Background: an optimization exercise with open tools, aiming at small area, a short achievable clock period and few clock cycles per item. Do not read the settings as production practice.
Function was checked by simulation only, so behaviour that the tests miss may differ from the original.

Design l3_gan, start of the top module:
module l3_gan (
    input               clk,
    input               rst,
    input               start,
    input  signed [15:0] x1,
    input  signed [15:0] x2,
    input  signed [15:0] x3,
    input  signed [15:0] x4,
    input  signed [16*4*4-1:0] L1_w,
    input  signed [16*4-1:0]   L1_b,
    input  signed [16*2*4-1:0] L2_w,
    input  signed [16*2-1:0]   L2_b,
    input  signed [16*1*2-1:0] L3_w,
    input  signed [16*1-1:0]   L3_b,
    input  signed [16*1*1-1:0] L4_w,
    input  signed [16*1-1:0]   L4_b,
    input  signed [16*1*1-1:0] L5_w,
    input  signed [16*1-1:0]   L5_b,
    input  signed [16*2*1-1:0] L6_w,
    input  signed [16*2-1:0]   L6_b,
    input  signed [16*4*2-1:0] L7_w,
    input  signed [16*4-1:0]   L7_b,
    input  signed [16*4*4-1:0] L8_w,
    input  signed [16*4-1:0]   L8_b,
    output signed [15:0] out1,
    output signed [15:0] out2,
    output signed [15:0] out3,
    output signed [15:0] out4,
    output reg           done
);
For scale: roughly 0.042 mm2 of cells after synthesis.
==> flow/config.mk <==
export PLATFORM = sky130hd
export DESIGN_NAME = l3_gan
export DESIGN_NICKNAME = l3_gan
export VERILOG_FILES = /design/flow/design.v
export SDC_FILE = /design/flow/constraint.sdc
export NUM_CORES = 4
export LEC_CHECK = 0
export CAP_MARGIN = 20
export CORE_AREA = 5 5 465 465
export DIE_AREA = 0 0 470 470
export PLACE_DENSITY = 0.7
export SETUP_SLACK_MARGIN = 4.0
export SLEW_MARGIN = 20
export SYNTH_HIERARCHICAL = 1
export SYNTH_MINIMUM_KEEP_SIZE = 0
==> flow/constraint.sdc <==
create_clock -name core_clock -period 12.0 [get_ports {clk}]
set_input_delay 2.4000 -clock core_clock [delete_from_list [all_inputs] [get_ports {clk}]]
set_output_delay 2.4000 -clock core_clock [all_outputs]
set_load 0.01 [all_outputs]
standard.sh (not shown) runs the stock make flow with config.mk's settings and CLKGATE_MAP_FILE= SYNTH_SCRIPT=/design/flow/synth_recipe.tcl, a recipe that flattens the netlist after the stock synthesis.
==> flow/flow/run.sh <==
#!/bin/bash
set -e
cp standard.sh standard.sh.txt
cp config.mk config.mk.txt
export BUFFER_PORTS_ARGS="-buffer_cell sky130_fd_sc_hd__buf_1"
bash standard.sh > standard.log 2>&1
Testbench counts at the start, summed over its fixed seeds: cycles 28,800, items 1,600.
Rerun with:
==> flow/run.sh (new file) <==
#!/bin/bash
# synth_recipe.tcl (not shown) runs the flow's synth.tcl, then flattens the netlist and writes it again
# the make line also repeats each setting of config.mk as NAME=value (left out here)
make -C /OpenROAD-flow-scripts/flow DESIGN_CONFIG=/design/flow/config.mk WORK_HOME=/design/flow/orfs CLKGATE_MAP_FILE= SYNTH_SCRIPT=/design/flow/synth_recipe.tcl finish
==> flow/config.mk (replaced) <==
export PLATFORM = sky130hd
export DESIGN_NAME = l3_gan
export DESIGN_NICKNAME = l3_gan
export VERILOG_FILES = /design/flow/design.v
export SDC_FILE = /design/flow/constraint.sdc
export NUM_CORES = 4
export LEC_CHECK = 0
export CAP_MARGIN = 50
export CORE_MARGIN = 2
export CORE_UTILIZATION = 35
export SETUP_SLACK_MARGIN = 3.5
export SLEW_MARGIN = 50
export SYNTH_HIERARCHICAL = 1
export SYNTH_MINIMUM_KEEP_SIZE = 0
removed: flow/flow/run.sh
removed: flow/standard.sh
=> The new run did not get past I/O pin placement (3_2_place_iop); synthesized area does not change; synthesized cell count stays the same.
Rerun with:
--- a/flow/config.mk
+++ b/flow/config.mk
@@ -7,6 +7,6 @@
 export LEC_CHECK = 0
 export CAP_MARGIN = 50
-export CORE_MARGIN = 2
-export CORE_UTILIZATION = 35
+export CORE_AREA = 5 5 465 465
+export DIE_AREA = 0 0 470 470
 export SETUP_SLACK_MARGIN = 3.5
 export SLEW_MARGIN = 50
Effect: The changed run passed the timing, design-rule and antenna checks; synthesized cell count is unchanged; area after synthesis does not change.
Rerun with:
==> flow/flow/run.sh (new file) <==
#!/bin/bash
set -e
cp standard.sh standard.sh.txt
cp config.mk config.mk.txt
export BUFFER_PORTS_ARGS="-buffer_cell sky130_fd_sc_hd__buf_1"
bash standard.sh > standard.log 2>&1
==> flow/standard.sh (new file) <==
#!/bin/bash
# synth_recipe.tcl (not shown) runs the flow's synth.tcl, then flattens the netlist and writes it again
# the make line also repeats each setting of config.mk as NAME=value (left out here)
make -C /OpenROAD-flow-scripts/flow DESIGN_CONFIG=/design/flow/config.mk WORK_HOME=/design/flow/orfs CLKGATE_MAP_FILE= SYNTH_SCRIPT=/design/flow/synth_recipe.tcl "${@:-finish}"
--- a/flow/config.mk
+++ b/flow/config.mk
@@ -6,9 +6,10 @@
 export NUM_CORES = 4
 export LEC_CHECK = 0
-export CAP_MARGIN = 50
+export CAP_MARGIN = 20
 export CORE_AREA = 5 5 465 465
 export DIE_AREA = 0 0 470 470
-export SETUP_SLACK_MARGIN = 3.5
-export SLEW_MARGIN = 50
+export PLACE_DENSITY = 0.65
+export SETUP_SLACK_MARGIN = 4.5
+export SLEW_MARGIN = 20
 export SYNTH_HIERARCHICAL = 1
 export SYNTH_MINIMUM_KEEP_SIZE = 0
removed: flow/run.sh
Effect: Final cell count decreases by 0.41%; maximum frequency increases by about 5%; sequential cell count is unchanged; wire length increases by about 1.3%; worst setup slack improves by 0.38 ns; count of clock-buffer cells in the layout decreases by 7; sequential share of layout area increases by 1.2 points; design area decreases by about 12%.

==> re-timing with driven ports <==
How much do the figures lean on ideal ports? The routed layouts below were timed once more, with nothing changed but the port constraints.
Step 1 (the two cells are an assumption about what drives the block):
set clk [get_ports {clk}]
set_driving_cell -lib_cell sky130_fd_sc_hd__clkbuf_16 $clk
set_driving_cell -lib_cell sky130_fd_sc_hd__buf_2 [delete_from_list [all_inputs] $clk]
Step 2 also shifts input and output timing later by t, the mid clock arrival at the registers, as if the neighbouring blocks saw the same clock.
a / b / c = ideal / step 1 / step 2; a / b = the first two.
| run | t (ns) | setup WS [ns] | worst hold slack (ns) | worst setup path after step 2 | clock arrival spread, ns |
|---|---|---|---|---|---|
| the first run | 0.683 | 3.798 / 3.798 / 3.798 | 0.608 / 0.608 / 0.608 | register to register | 0.030 / 0.029 |
| the third run | 0.661 | 3.538 / 3.538 / 3.538 | 0.602 / 0.602 / 0.602 | register to register | 0.050 / 0.051 |
| the fourth run | 0.677 | 3.920 / 3.920 / 3.920 | 0.607 / 0.607 / 0.607 | register to register | 0.043 / 0.044 |
After both steps setup and hold are still met in every run listed.
